From an optimization exercise on the open Yosys and OpenROAD flow, aimed at small area and a short achievable clock period; shortcuts taken in it are not production practice. Where RTL was checked, it was by simulation tests only, not by an equivalence proof against the original. No activity file was given, so power comes from the tool's default toggle rates.

==> run a <==
==> flow/design.v (excerpt) <==
module fc_head #(
    parameter DATA_WIDTH = 16,
    parameter NUM_INPUTS = 1024,
    parameter NUM_OUTPUTS = 4
)(
    input clk,
    input rst,
    input [DATA_WIDTH-1:0] myinput,
    input [DATA_WIDTH*NUM_OUTPUTS-1:0] myweights,
    input myinputValid,
    output [DATA_WIDTH*NUM_OUTPUTS-1:0] softmax_out,
    output softmax_valid,
    output [7:0] led_control,
    output [DATA_WIDTH*NUM_OUTPUTS-1:0] logits
);
==> flow/config.mk <==
export PLATFORM = sky130hd
export DESIGN_NAME = fc_head
export DESIGN_NICKNAME = fc_head
export VERILOG_FILES = /design/flow/design.v
export SDC_FILE = /design/flow/constraint.sdc
export NUM_CORES = 4
export LEC_CHECK = 0
export ABC_AREA = 1
export CAP_MARGIN = 20
export CORE_MARGIN = 2
export CORE_UTILIZATION = 40
export CTS_CLUSTER_DIAMETER = 80
export CTS_CLUSTER_SIZE = 30
export SETUP_SLACK_MARGIN = 4.85
export SLEW_MARGIN = 20
==> flow/constraint.sdc <==
create_clock -name core_clock -period 8.0 [get_ports {clk}]
set_input_delay 1.6000 -clock core_clock [delete_from_list [all_inputs] [get_ports {clk}]]
set_output_delay 1.6000 -clock core_clock [all_outputs]
set_load 0.01 [all_outputs]
standard.sh (not shown) runs the stock make flow with config.mk's settings and CLKGATE_MAP_FILE= SYNTH_SCRIPT=/design/flow/synth_recipe.tcl, a recipe that flattens the netlist after the stock synthesis.
==> flow/flow/run.sh <==
#!/bin/bash
export SYNTH_ARGS="-noabc"
bash standard.sh > standard.log 2>&1
==> inputs of run b, as changes to run a <==
--- a/flow/design.v
+++ b/flow/design.v
@@ -21,55 +21,23 @@
         ps <= ts;
         pc <= tc;
         psg <= x_nz && (|weight) && (x_sign ^ weight[15]);
     end
     reg [31:0] acc;
-    reg [17:0] tot;
-    wire [31:0] x3 = acc ^ ps ^ pc;
-    wire [31:0] c3 = (acc & ps) | (acc & pc) | (ps & pc);
-    wire [32:0] s;
-    add_pfx #(.W(32)) add (.a(x3), .b({c3[30:0], 1'b0}), .s(s));
-    wire ovf = (acc[31] == psg) && (s[31] != acc[31]);
-    wire [31:0] r = ovf ? {acc[31], {31{~acc[31]}}} : s[31:0];
-    always @(posedge clk) begin
-        acc <= clr ? 32'd0 : r;
-        tot <= r[31:14];
-    end
-    wire [18:0] u = {tot[17], tot} + {{3{BIAS[15]}}, BIAS};
+    wire [31:0] a = clr ? 32'd0 : acc;
+    wire [31:0] x3 = a ^ ps ^ pc;
+    wire [31:0] c3 = (a & ps) | (a & pc) | (ps & pc);
+    wire [31:0] s = x3 + {c3[30:0], 1'b0};
+    wire ovf = (a[31] == psg) && (s[31] != a[31]);
+    always @(posedge clk)
+        acc <= ovf ? {a[31], {31{~a[31]}}} : s;
+    wire [18:0] u = {acc[31], acc[31:14]} + {{3{BIAS[15]}}, BIAS};
     always @(posedge clk)
         if (fin)
             logit <= (u[18:15] == 4'b0000 || u[18:15] == 4'b1111) ? u[15:0] :
                      u[18] ? 16'h8000 : 16'h7FFF;
 endmodule
-module add_pfx #(
-    parameter W = 32
-)(
-    input [W-1:0] a,
-    input [W-1:0] b,
-    output [W:0] s
-);
-    localparam L = $clog2(W);
-    wire [W*(L+1)-1:0] G, P;
-    assign G[W-1:0] = a & b;
-    assign P[W-1:0] = a ^ b;
-    genvar l, i;
-    generate
-        for (l = 0; l < L; l = l + 1) begin : pfx
-            for (i = 0; i < W; i = i + 1) begin : bt
-                if ((i >> l) & 1) begin : merge
-                    localparam integer J = ((i >> l) << l) - 1;
-                    assign G[W*(l+1)+i] = G[W*l+i] | (P[W*l+i] & G[W*l+J]);
-                    assign P[W*(l+1)+i] = P[W*l+i] & P[W*l+J];
-                end else begin : pass
-                    assign G[W*(l+1)+i] = G[W*l+i];
-                    assign P[W*(l+1)+i] = P[W*l+i];
-                end
-            end
-        end
-    endgenerate
-    assign s = {G[W*L+W-1], P[W-1:0] ^ {G[W*L+W-2:W*L], 1'b0}};
-endmodule
 module mul_tree (
     input  [7:0] one,
     input  [7:0] two,
     input  [7:0] neg,
     input  [15:0] w,
@@ -564,15 +532,11 @@
     wire [15:0] e0 = exp_lut(i0);
     wire [15:0] e1 = exp_lut(i1);
     wire [15:0] e2 = exp_lut(i2);
     wire [15:0] e3 = exp_lut(i3);
     reg [12:0] p01, p23;
-    wire [12:0] p01_next, p23_next;
-    wire [13:0] sum;
-    add_pfx #(.W(12)) add01 (.a(e0[15:4]), .b(e1[15:4]), .s(p01_next));
-    add_pfx #(.W(12)) add23 (.a(e2[15:4]), .b(e3[15:4]), .s(p23_next));
-    add_pfx #(.W(13)) add4 (.a(p01), .b(p23), .s(sum));
+    wire [13:0] sum = p01 + p23;
     wire [3:0] s = sum[13:10];
     wire [2:0] sh = (s == 4'b0000) ? 3'd4 :
                     (s[3:1] == 3'b001) ? 3'd3 :
                     (s[3:2] == 2'b01) ? 3'd2 :
                     s[3] ? 3'd1 : 3'd0;
@@ -592,12 +556,12 @@
     wire [15:0] n0 = e0 >> sh;
     wire [15:0] n1 = e1 >> sh;
     wire [15:0] n2 = e2 >> sh;
     wire [15:0] n3 = e3 >> sh;
     always @(posedge clk) begin
-        p01 <= p01_next;
-        p23 <= p23_next;
+        p01 <= e0[15:4] + e1[15:4];
+        p23 <= e2[15:4] + e3[15:4];
         valid_d <= !rst && in_valid;
         out <= {1'b0, n3[14:0], 1'b0, n2[14:0], 1'b0, n1[14:0], 1'b0, n0[14:0]};
         led <= 4'b0001 << cls;
         valid <= !rst && valid_d;
     end
@@ -618,13 +582,12 @@
     output [7:0] led_control,
     output [DATA_WIDTH*NUM_OUTPUTS-1:0] logits
 );
     reg [9:0] input_count;
     reg [63:0] weights;
-    reg last0, last1, fin, clr, logit_valid;
+    reg last0, last1, fin, rst_d, clr, logit_valid;
     reg [7:0] b_one, b_two, b_neg;
-    reg [7:0] b_one_n, b_two_n, b_neg_n;
     reg x_nz, x_sign;
     wire take = myinputValid && !rst;
     wire [16:0] xe = {myinput, 1'b0};
     wire [7:0] e_one, e_two, e_neg;
     genvar i;
@@ -637,17 +600,15 @@
     endgenerate
     always @(posedge clk) begin
         b_one <= take ? e_one : 8'd0;
         b_two <= take ? e_two : 8'd0;
         b_neg <= take ? e_neg : 8'd0;
-        b_one_n <= ~(take ? e_one : 8'd0);
-        b_two_n <= ~(take ? e_two : 8'd0);
-        b_neg_n <= ~(take ? e_neg : 8'd0);
         x_nz <= take && (|myinput);
         x_sign <= myinput[15];
         weights <= myweights;
-        clr <= rst || last0;
+        rst_d <= rst;
+        clr <= rst || rst_d || last1;
         if (rst) begin
             input_count <= 0;
             last0 <= 0;
             last1 <= 0;
             fin <= 0;
@@ -666,13 +627,13 @@
         for (i = 0; i < NUM_OUTPUTS; i = i + 1) begin : output_layer
             neuron #(
                 .BIAS(BIASES[(i+1)*DATA_WIDTH-1 -: DATA_WIDTH])
             ) neuron_output (
                 .clk(clk),
-                .one(i < 2 ? b_one : ~b_one_n),
-                .two(i < 2 ? b_two : ~b_two_n),
-                .neg(i < 2 ? b_neg : ~b_neg_n),
+                .one(b_one),
+                .two(b_two),
+                .neg(b_neg),
                 .x_nz(x_nz),
                 .x_sign(x_sign),
                 .weight(weights[(i+1)*DATA_WIDTH-1 -: DATA_WIDTH]),
                 .clr(clr),
                 .fin(fin),
==> flow/run.sh (new file) <==
#!/bin/bash
# synth_recipe.tcl (not shown) runs the flow's synth.tcl, then flattens the netlist and writes it again
# the make line also repeats each setting of config.mk as NAME=value (left out here)
make -C /OpenROAD-flow-scripts/flow DESIGN_CONFIG=/design/flow/config.mk WORK_HOME=/design/flow/orfs CLKGATE_MAP_FILE= SYNTH_SCRIPT=/design/flow/synth_recipe.tcl finish
ABC_AREA = default   (was 1)
ABC_CLOCK_PERIOD_IN_PS = 1500   (was default)
CTS_CLUSTER_DIAMETER = default   (was 80)
CTS_CLUSTER_SIZE = default   (was 30)
SETUP_SLACK_MARGIN = 5   (was 4.85)
removed: flow/flow/run.sh
removed: flow/standard.sh
==> qor summary <==
quantity	run a	run b
Clock buffer count in the final layout	54	95
Non-clock buffer instance count of the final layout	422	722
Post CTS Setup Buffer Count	92	291
Clock transition time at the flip-flop clock pins of the worst setup and hold paths	0.10 ns	0.06 ns
Commonest non-fill, non-tap cell in the layout	sky130_fd_sc_hd__nand2_1	sky130_fd_sc_hd__inv_1
Area share of the largest cell type after synthesis	26.9%	22.1%
Initial Util	40.2%	40.4%
Synth-to-layout area growth	16.3%	30.7%
Final core area utilization	46.7%	52.9%
Cell with the largest stage delay on the worst path	sky130_fd_sc_hd__dfxtp_2	sky130_fd_sc_hd__fa_1
Power of the combinational group	13.1 mW	12.3 mW
Run status	complete, no violations	complete, no violations
Initial antenna violation count	1	5
Switching share of power	46.9%	43.6%
For run b, only the layout was checked, not whether the RTL still works.

========
==> inputs of yarrow <==
Another version of the RTL of fc_head (not shown whole).
==> module Softmax, before the edit <==
module Softmax (
    input clk,
    input rst,
    input [63:0] in,           
    input in_valid,            
    output reg [63:0] out,
    output reg valid,
    output [7:0] led_control
);
    function [15:0] exp_lut;
        input [3:0] idx;
        begin
            case (idx)
                4'd0:  exp_lut = 16'h0800;
                4'd1:  exp_lut = 16'h09D0;
                4'd2:  exp_lut = 16'h0C20;
                4'd3:  exp_lut = 16'h0F80;
                4'd4:  exp_lut = 16'h1480;
                4'd5:  exp_lut = 16'h1C80;
                4'd6:  exp_lut = 16'h2A00;
                4'd7:  exp_lut = 16'h4000;
                4'd8:  exp_lut = 16'h6800;
                4'd9:  exp_lut = 16'hAC00;
                4'd10: exp_lut = 16'h1280;
                4'd11: exp_lut = 16'h1F80;
                4'd12: exp_lut = 16'h2C00;
                4'd13: exp_lut = 16'h4C00;
                4'd14: exp_lut = 16'h8000;
                default: exp_lut = 16'hD800;
            endcase
        end
    endfunction
    function [3:0] rank;
        input [3:0] idx;
        begin
            case (idx)
                4'd0:  rank = 4'd0;
                4'd1:  rank = 4'd1;
                4'd2:  rank = 4'd2;
                4'd3:  rank = 4'd3;
                4'd4:  rank = 4'd5;
                4'd5:  rank = 4'd6;
                4'd6:  rank = 4'd8;
                4'd7:  rank = 4'd10;
                4'd8:  rank = 4'd12;
                4'd9:  rank = 4'd14;
                4'd10: rank = 4'd4;
                4'd11: rank = 4'd7;
                4'd12: rank = 4'd9;
                4'd13: rank = 4'd11;
                4'd14: rank = 4'd13;
                default: rank = 4'd15;
            endcase
        end
    endfunction
    wire [3:0] i0 = {~in[15], in[14:12]};
    wire [3:0] i1 = {~in[31], in[30:28]};
    wire [3:0] i2 = {~in[47], in[46:44]};
    wire [3:0] i3 = {~in[63], in[62:60]};
    wire [15:0] e0 = exp_lut(i0);
    wire [15:0] e1 = exp_lut(i1);
    wire [15:0] e2 = exp_lut(i2);
    wire [15:0] e3 = exp_lut(i3);
    wire [13:0] sum = e0[15:4] + e1[15:4] + e2[15:4] + e3[15:4];
    wire [3:0] s = sum[13:10];
    wire [2:0] sh = (s == 4'b0000) ? 3'd4 :
                    (s[3:1] == 3'b001) ? 3'd3 :
                    (s[3:2] == 2'b01) ? 3'd2 :
                    s[3] ? 3'd1 : 3'd0;
    wire [3:0] r0 = rank(i0);
    wire [3:0] r1 = rank(i1);
    wire [3:0] r2 = rank(i2);
    wire [3:0] r3 = rank(i3);
    wire [3:0] m01 = (r1 > r0) ? r1 : r0;
    wire c01 = r1 > r0;
    wire [3:0] m23 = (r3 > r2) ? r3 : r2;
    wire c23 = r3 > r2;
    wire hi = m23 > m01;     
    wire [1:0] cls = hi ? {1'b1, c23} : {1'b0, c01};
    reg [3:0] led;
    assign led_control = {4'b0000, led};
    wire [15:0] n0 = e0 >> sh;
    wire [15:0] n1 = e1 >> sh;
    wire [15:0] n2 = e2 >> sh;
    wire [15:0] n3 = e3 >> sh;
    always @(posedge clk) begin
        out <= {1'b0, n3[14:0], 1'b0, n2[14:0], 1'b0, n1[14:0], 1'b0, n0[14:0]};
        led <= 4'b0001 << cls;
        valid <= !rst && in_valid;
    end
endmodule
==> module fc_head, before the edit <==
module fc_head #(
    parameter DATA_WIDTH = 16,
    parameter NUM_INPUTS = 1024,
    parameter NUM_OUTPUTS = 4
)(
    input clk,
    input rst,
    input [DATA_WIDTH-1:0] myinput,
    input [DATA_WIDTH*NUM_OUTPUTS-1:0] myweights,
    input myinputValid,
    output [DATA_WIDTH*NUM_OUTPUTS-1:0] softmax_out,
    output softmax_valid,
    output [7:0] led_control,
    output [DATA_WIDTH*NUM_OUTPUTS-1:0] logits
);
    reg [9:0] input_count;
    reg [15:0] x;            
    reg [63:0] weights;
    reg last0, last1, fin, rst_d, clr, logit_valid;
    wire take = myinputValid && !rst;
    always @(posedge clk) begin
        x <= take ? myinput : 16'd0;
        weights <= myweights;
        rst_d <= rst;
        clr <= rst || rst_d || last1;
        if (rst) begin
            input_count <= 0;
            last0 <= 0;
            last1 <= 0;
            fin <= 0;
            logit_valid <= 0;
        end else begin
            if (myinputValid)
                input_count <= input_count + 1;
            last0 <= myinputValid && (input_count == NUM_INPUTS-1);
            last1 <= last0;
            fin <= last1;
            logit_valid <= fin;
        end
    end
    wire [16:0] xe = {x, 1'b0};
    wire [7:0] b_one, b_two, b_neg;
    genvar i;
    generate
        for (i = 0; i < 8; i = i + 1) begin : booth
            assign b_one[i] = xe[2*i+1] ^ xe[2*i];
            assign b_two[i] = (xe[2*i+2] & ~xe[2*i+1] & ~xe[2*i]) | (~xe[2*i+2] & xe[2*i+1] & xe[2*i]);
            assign b_neg[i] = xe[2*i+2];
        end
    endgenerate
    wire x_nz = |x;
    localparam [63:0] BIASES = {16'h003C, 16'h0001, 16'hFFD1, 16'h0006};
    generate
        for (i = 0; i < NUM_OUTPUTS; i = i + 1) begin : output_layer
            neuron #(
                .BIAS(BIASES[(i+1)*DATA_WIDTH-1 -: DATA_WIDTH])
            ) neuron_output (
                .clk(clk),
                .one(b_one),
                .two(b_two),
                .neg(b_neg),
                .x_nz(x_nz),
                .x_sign(x[15]),
                .weight(weights[(i+1)*DATA_WIDTH-1 -: DATA_WIDTH]),
                .clr(clr),
                .fin(fin),
                .logit(logits[(i+1)*DATA_WIDTH-1 -: DATA_WIDTH])
            );
        end
    endgenerate
    Softmax softmax_inst (
        .clk(clk),
        .rst(rst),
        .in(logits),
        .in_valid(logit_valid),
        .out(softmax_out),
        .valid(softmax_valid),
        .led_control(led_control)
    );
endmodule
make LEC_CHECK=0 CAP_MARGIN=20 CORE_MARGIN=2 CORE_UTILIZATION=40 SLEW_MARGIN=20 finish   # period 8.0 ns
run.sh (not shown) runs the stock make flow with config.mk's settings and CLKGATE_MAP_FILE= SYNTH_SCRIPT=/design/flow/synth_recipe.tcl, a recipe that flattens the netlist after the stock synthesis.
Stock flow here: none of the scripts above is used.
==> inputs of lagoon, as changes to yarrow <==
--- a/flow/design.v
+++ b/flow/design.v
@@ -4,39 +4,99 @@
 )(
     input clk,
     input [7:0] one,         
     input [7:0] two,         
     input [7:0] neg,         
-    input x_nz,              
-    input x_sign,            
     input [15:0] weight,     
     input clr,               
-    input fin,               
     output reg [15:0] logit
 );
     wire [31:0] ts, tc;
     mul_tree tree (.one(one), .two(two), .neg(neg), .w(weight), .ps(ts), .pc(tc));
-    reg [31:0] ps, pc;
-    reg psg;
+    reg [31:0] ps, pc, p;
+    wire [32:0] p_next;
+    add_bk #(.W(32)) padd (.a(ps), .b(pc), .s(p_next));
     always @(posedge clk) begin
         ps <= ts;
         pc <= tc;
-        psg <= x_nz && (|weight) && (x_sign ^ weight[15]);
+        p <= p_next[31:0];
     end
     reg [31:0] acc;
-    wire [31:0] a = clr ? 32'd0 : acc;
-    wire [31:0] x3 = a ^ ps ^ pc;
-    wire [31:0] c3 = (a & ps) | (a & pc) | (ps & pc);
-    wire [31:0] s = x3 + {c3[30:0], 1'b0};
-    wire ovf = (a[31] == psg) && (s[31] != a[31]);
-    always @(posedge clk)
-        acc <= ovf ? {a[31], {31{~a[31]}}} : s;
-    wire [18:0] u = {acc[31], acc[31:14]} + {{3{BIAS[15]}}, BIAS};
+    reg [17:0] tot;
+    wire [32:0] s;
+    add_pfx #(.W(32)) add (.a(acc), .b(p), .s(s));
+    wire ovf = (acc[31] == p[31]) && (s[31] != acc[31]);
+    wire [31:0] r = ovf ? {acc[31], {31{~acc[31]}}} : s[31:0];
+    always @(posedge clk) begin
+        acc <= clr ? 32'd0 : r;
+        if (clr)
+            tot <= r[31:14];
+    end
+    wire [18:0] u = {tot[17], tot} + {{3{BIAS[15]}}, BIAS};
     always @(posedge clk)
-        if (fin)
-            logit <= (u[18:15] == 4'b0000 || u[18:15] == 4'b1111) ? u[15:0] :
-                     u[18] ? 16'h8000 : 16'h7FFF;
+        logit <= (u[18:15] == 4'b0000 || u[18:15] == 4'b1111) ? u[15:0] :
+                 u[18] ? 16'h8000 : 16'h7FFF;
+endmodule
+module add_pfx #(
+    parameter W = 32
+)(
+    input [W-1:0] a,
+    input [W-1:0] b,
+    output [W:0] s
+);
+    localparam L = $clog2(W);
+    wire [W*(L+1)-1:0] G, P;
+    assign G[W-1:0] = a & b;
+    assign P[W-1:0] = a ^ b;
+    genvar l, i;
+    generate
+        for (l = 0; l < L; l = l + 1) begin : pfx
+            for (i = 0; i < W; i = i + 1) begin : bt
+                if ((i >> l) & 1) begin : merge
+                    localparam integer J = ((i >> l) << l) - 1;
+                    assign G[W*(l+1)+i] = G[W*l+i] | (P[W*l+i] & G[W*l+J]);
+                    assign P[W*(l+1)+i] = P[W*l+i] & P[W*l+J];
+                end else begin : pass
+                    assign G[W*(l+1)+i] = G[W*l+i];
+                    assign P[W*(l+1)+i] = P[W*l+i];
+                end
+            end
+        end
+    endgenerate
+    assign s = {G[W*L+W-1], P[W-1:0] ^ {G[W*L+W-2:W*L], 1'b0}};
+endmodule
+module add_bk #(
+    parameter W = 32
+)(
+    input [W-1:0] a,
+    input [W-1:0] b,
+    output [W:0] s
+);
+    localparam L = $clog2(W);
+    localparam NS = 2 * L - 1;
+    wire [W*(NS+1)-1:0] G, P;
+    assign G[W-1:0] = a & b;
+    assign P[W-1:0] = a ^ b;
+    genvar st, i;
+    generate
+        for (st = 0; st < NS; st = st + 1) begin : pfx
+            localparam integer LV = (st < L) ? st : (2 * L - 2 - st);
+            localparam integer D = 1 << LV;
+            for (i = 0; i < W; i = i + 1) begin : bt
+                localparam integer NODE = (st < L) ? (((i + 1) % (2 * D)) == 0) :
+                                          ((((i + 1) % (2 * D)) == D) && (i >= 2 * D));
+                if (NODE) begin : merge
+                    assign G[W*(st+1)+i] = G[W*st+i] | (P[W*st+i] & G[W*st+i-D]);
+                    assign P[W*(st+1)+i] = P[W*st+i] & P[W*st+i-D];
+                end else begin : pass
+                    assign G[W*(st+1)+i] = G[W*st+i];
+                    assign P[W*(st+1)+i] = P[W*st+i];
+                end
+            end
+        end
+    endgenerate
+    assign s = {G[W*NS+W-1], P[W-1:0] ^ {G[W*NS+W-2:W*NS], 1'b0}};
 endmodule
 module mul_tree (
     input  [7:0] one,
     input  [7:0] two,
     input  [7:0] neg,
@@ -531,36 +591,49 @@
     wire [3:0] i3 = {~in[63], in[62:60]};
     wire [15:0] e0 = exp_lut(i0);
     wire [15:0] e1 = exp_lut(i1);
     wire [15:0] e2 = exp_lut(i2);
     wire [15:0] e3 = exp_lut(i3);
-    wire [13:0] sum = e0[15:4] + e1[15:4] + e2[15:4] + e3[15:4];
+    reg [12:0] p01, p23;
+    wire [12:0] p01_next, p23_next;
+    wire [13:0] sum;
+    add_pfx #(.W(12)) add01 (.a(e0[15:4]), .b(e1[15:4]), .s(p01_next));
+    add_pfx #(.W(12)) add23 (.a(e2[15:4]), .b(e3[15:4]), .s(p23_next));
+    add_pfx #(.W(13)) add4 (.a(p01), .b(p23), .s(sum));
     wire [3:0] s = sum[13:10];
     wire [2:0] sh = (s == 4'b0000) ? 3'd4 :
                     (s[3:1] == 3'b001) ? 3'd3 :
                     (s[3:2] == 2'b01) ? 3'd2 :
                     s[3] ? 3'd1 : 3'd0;
     wire [3:0] r0 = rank(i0);
     wire [3:0] r1 = rank(i1);
     wire [3:0] r2 = rank(i2);
     wire [3:0] r3 = rank(i3);
-    wire [3:0] m01 = (r1 > r0) ? r1 : r0;
-    wire c01 = r1 > r0;
-    wire [3:0] m23 = (r3 > r2) ? r3 : r2;
-    wire c23 = r3 > r2;
-    wire hi = m23 > m01;     
-    wire [1:0] cls = hi ? {1'b1, c23} : {1'b0, c01};
+    reg g10, g20, g30, g21, g31, g32;
+    wire [1:0] cls = (g30 && g31 && g32) ? 2'd3 :
+                     (g20 && g21) ? 2'd2 :
+                     g10 ? 2'd1 : 2'd0;
     reg [3:0] led;
     assign led_control = {4'b0000, led};
+    reg valid_d;
     wire [15:0] n0 = e0 >> sh;
     wire [15:0] n1 = e1 >> sh;
     wire [15:0] n2 = e2 >> sh;
     wire [15:0] n3 = e3 >> sh;
     always @(posedge clk) begin
+        p01 <= p01_next;
+        g10 <= r1 > r0;
+        g20 <= r2 > r0;
+        g30 <= r3 > r0;
+        g21 <= r2 > r1;
+        g31 <= r3 > r1;
+        g32 <= r3 > r2;
+        p23 <= p23_next;
+        valid_d <= !rst && in_valid;
         out <= {1'b0, n3[14:0], 1'b0, n2[14:0], 1'b0, n1[14:0], 1'b0, n0[14:0]};
         led <= 4'b0001 << cls;
-        valid <= !rst && in_valid;
+        valid <= !rst && valid_d;
     end
 endmodule
 `timescale 1ns / 1ps
 module fc_head #(
     parameter DATA_WIDTH = 16,
@@ -576,60 +649,64 @@
     output softmax_valid,
     output [7:0] led_control,
     output [DATA_WIDTH*NUM_OUTPUTS-1:0] logits
 );
     reg [9:0] input_count;
-    reg [15:0] x;            
     reg [63:0] weights;
-    reg last0, last1, fin, rst_d, clr, logit_valid;
+    reg last0, last1, last2, last3, logit_valid, rst_d, clr;
+    reg [7:0] b_one, b_two, b_neg;
+    reg [7:0] b_one_n, b_two_n, b_neg_n;
     wire take = myinputValid && !rst;
+    wire [16:0] xe = {myinput, 1'b0};
+    wire [7:0] e_one, e_two, e_neg;
+    genvar i;
+    generate
+        for (i = 0; i < 8; i = i + 1) begin : booth
+            assign e_one[i] = xe[2*i+1] ^ xe[2*i];
+            assign e_two[i] = (xe[2*i+2] & ~xe[2*i+1] & ~xe[2*i]) | (~xe[2*i+2] & xe[2*i+1] & xe[2*i]);
+            assign e_neg[i] = xe[2*i+2];
+        end
+    endgenerate
     always @(posedge clk) begin
-        x <= take ? myinput : 16'd0;
+        b_one <= take ? e_one : 8'd0;
+        b_two <= take ? e_two : 8'd0;
+        b_neg <= take ? e_neg : 8'd0;
+        b_one_n <= ~(take ? e_one : 8'd0);
+        b_two_n <= ~(take ? e_two : 8'd0);
+        b_neg_n <= ~(take ? e_neg : 8'd0);
         weights <= myweights;
         rst_d <= rst;
-        clr <= rst || rst_d || last1;
+        clr <= rst_d || last1;
         if (rst) begin
             input_count <= 0;
             last0 <= 0;
             last1 <= 0;
-            fin <= 0;
+            last2 <= 0;
+            last3 <= 0;
             logit_valid <= 0;
         end else begin
             if (myinputValid)
                 input_count <= input_count + 1;
             last0 <= myinputValid && (input_count == NUM_INPUTS-1);
             last1 <= last0;
-            fin <= last1;
-            logit_valid <= fin;
+            last2 <= last1;
+            last3 <= last2;
+            logit_valid <= last3;
         end
     end
-    wire [16:0] xe = {x, 1'b0};
-    wire [7:0] b_one, b_two, b_neg;
-    genvar i;
-    generate
-        for (i = 0; i < 8; i = i + 1) begin : booth
-            assign b_one[i] = xe[2*i+1] ^ xe[2*i];
-            assign b_two[i] = (xe[2*i+2] & ~xe[2*i+1] & ~xe[2*i]) | (~xe[2*i+2] & xe[2*i+1] & xe[2*i]);
-            assign b_neg[i] = xe[2*i+2];
-        end
-    endgenerate
-    wire x_nz = |x;
     localparam [63:0] BIASES = {16'h003C, 16'h0001, 16'hFFD1, 16'h0006};
     generate
         for (i = 0; i < NUM_OUTPUTS; i = i + 1) begin : output_layer
             neuron #(
                 .BIAS(BIASES[(i+1)*DATA_WIDTH-1 -: DATA_WIDTH])
             ) neuron_output (
                 .clk(clk),
-                .one(b_one),
-                .two(b_two),
-                .neg(b_neg),
-                .x_nz(x_nz),
-                .x_sign(x[15]),
+                .one(i < 2 ? b_one : ~b_one_n),
+                .two(i < 2 ? b_two : ~b_two_n),
+                .neg(i < 2 ? b_neg : ~b_neg_n),
                 .weight(weights[(i+1)*DATA_WIDTH-1 -: DATA_WIDTH]),
                 .clr(clr),
-                .fin(fin),
                 .logit(logits[(i+1)*DATA_WIDTH-1 -: DATA_WIDTH])
             );
         end
     endgenerate
     Softmax softmax_inst (
- ABC_CLOCK_PERIOD_IN_PS: not set -> 1500
- CTS_CLUSTER_DIAMETER: not set -> 80
- CTS_CLUSTER_SIZE: not set -> 30
- SETUP_SLACK_MARGIN: not set -> 4.8
==> inputs of willow, as changes to yarrow <==
--- a/flow/design.v
+++ b/flow/design.v
@@ -533,11 +533,11 @@
     wire [15:0] e1 = exp_lut(i1);
     wire [15:0] e2 = exp_lut(i2);
     wire [15:0] e3 = exp_lut(i3);
     wire [13:0] sum = e0[15:4] + e1[15:4] + e2[15:4] + e3[15:4];
     wire [3:0] s = sum[13:10];
-    wire [2:0] sh = (s == 4'b0000) ? 3'd4 :
+    wire [2:0] sh_next = (s == 4'b0000) ? 3'd4 :
                     (s[3:1] == 3'b001) ? 3'd3 :
                     (s[3:2] == 2'b01) ? 3'd2 :
                     s[3] ? 3'd1 : 3'd0;
     wire [3:0] r0 = rank(i0);
     wire [3:0] r1 = rank(i1);
@@ -549,18 +549,22 @@
     wire c23 = r3 > r2;
     wire hi = m23 > m01;     
     wire [1:0] cls = hi ? {1'b1, c23} : {1'b0, c01};
     reg [3:0] led;
     assign led_control = {4'b0000, led};
+    reg [2:0] sh;
+    reg valid_d;
     wire [15:0] n0 = e0 >> sh;
     wire [15:0] n1 = e1 >> sh;
     wire [15:0] n2 = e2 >> sh;
     wire [15:0] n3 = e3 >> sh;
     always @(posedge clk) begin
+        sh <= sh_next;
+        valid_d <= !rst && in_valid;
         out <= {1'b0, n3[14:0], 1'b0, n2[14:0], 1'b0, n1[14:0], 1'b0, n0[14:0]};
         led <= 4'b0001 << cls;
-        valid <= !rst && in_valid;
+        valid <= !rst && valid_d;
     end
 endmodule
 `timescale 1ns / 1ps
 module fc_head #(
     parameter DATA_WIDTH = 16,
@@ -576,16 +580,31 @@
     output softmax_valid,
     output [7:0] led_control,
     output [DATA_WIDTH*NUM_OUTPUTS-1:0] logits
 );
     reg [9:0] input_count;
-    reg [15:0] x;            
     reg [63:0] weights;
     reg last0, last1, fin, rst_d, clr, logit_valid;
+    reg [7:0] b_one, b_two, b_neg;
+    reg x_nz, x_sign;
     wire take = myinputValid && !rst;
+    wire [16:0] xe = {myinput, 1'b0};
+    wire [7:0] e_one, e_two, e_neg;
+    genvar i;
+    generate
+        for (i = 0; i < 8; i = i + 1) begin : booth
+            assign e_one[i] = xe[2*i+1] ^ xe[2*i];
+            assign e_two[i] = (xe[2*i+2] & ~xe[2*i+1] & ~xe[2*i]) | (~xe[2*i+2] & xe[2*i+1] & xe[2*i]);
+            assign e_neg[i] = xe[2*i+2];
+        end
+    endgenerate
     always @(posedge clk) begin
-        x <= take ? myinput : 16'd0;
+        b_one <= take ? e_one : 8'd0;
+        b_two <= take ? e_two : 8'd0;
+        b_neg <= take ? e_neg : 8'd0;
+        x_nz <= take && (|myinput);
+        x_sign <= myinput[15];
         weights <= myweights;
         rst_d <= rst;
         clr <= rst || rst_d || last1;
         if (rst) begin
             input_count <= 0;
@@ -600,21 +619,10 @@
             last1 <= last0;
             fin <= last1;
             logit_valid <= fin;
         end
     end
-    wire [16:0] xe = {x, 1'b0};
-    wire [7:0] b_one, b_two, b_neg;
-    genvar i;
-    generate
-        for (i = 0; i < 8; i = i + 1) begin : booth
-            assign b_one[i] = xe[2*i+1] ^ xe[2*i];
-            assign b_two[i] = (xe[2*i+2] & ~xe[2*i+1] & ~xe[2*i]) | (~xe[2*i+2] & xe[2*i+1] & xe[2*i]);
-            assign b_neg[i] = xe[2*i+2];
-        end
-    endgenerate
-    wire x_nz = |x;
     localparam [63:0] BIASES = {16'h003C, 16'h0001, 16'hFFD1, 16'h0006};
     generate
         for (i = 0; i < NUM_OUTPUTS; i = i + 1) begin : output_layer
             neuron #(
                 .BIAS(BIASES[(i+1)*DATA_WIDTH-1 -: DATA_WIDTH])
@@ -622,11 +630,11 @@
                 .clk(clk),
                 .one(b_one),
                 .two(b_two),
                 .neg(b_neg),
                 .x_nz(x_nz),
-                .x_sign(x[15]),
+                .x_sign(x_sign),
                 .weight(weights[(i+1)*DATA_WIDTH-1 -: DATA_WIDTH]),
                 .clr(clr),
                 .fin(fin),
                 .logit(logits[(i+1)*DATA_WIDTH-1 -: DATA_WIDTH])
             );
- ABC_CLOCK_PERIOD_IN_PS: not set -> 3000
- SETUP_SLACK_MARGIN: not set -> 5
==> notes <==
- Of willow and lagoon, lagoon has the higher worst hold slack (gap 0.013 ns).
- Between willow and yarrow, the lower global-route usage is in yarrow (gap 2.3 points).
- Against yarrow, the cell area of lagoon is lower by about 6%.
- Against yarrow, the synthesized cell count of willow is smaller by 31%.
- Between willow and lagoon, the lower utilization is in lagoon (gap 7.6 points).
Only the layout flow was run in yarrow and willow; the RTL was not checked for function there.

[static timing again, ports no longer ideal]
How much do the figures lean on ideal ports? The routed layouts below were timed once more, with nothing changed but the port constraints. Step 1: set_driving_cell puts a clkbuf_16 on clk and a buf_2 on each other input, an assumption about the parent block. Step 2 moves the port delays by t, midway between the first and last clock arrival at a register: inputs arrive t later, outputs are due t later. That takes back most of the time a late clock gives input paths. Three values: no drivers, after step 1, after step 2; two values: the first two.
run	shift t [ns]	slack for setup (ns)	worst setup path at the end	worst slew at a driven data input, ns
run a	0.742	4.855 / 4.839 / 4.364	input to register	0.06
run b	0.770	4.011 / 4.011 / 4.011	register to register	0.17
yarrow	0.772	0.678 / 0.678 / 0.678	register to register	0.10
lagoon	0.760	4.830 / 4.783 / 4.597	input to register	0.10
willow	0.744	3.770 / 3.770 / 3.770	register to register	0.10
After both steps every run listed still meets setup and hold. The setup slack of run a, which loses most, moves by -0.016 ns with the drivers and by -0.491 ns with both steps.
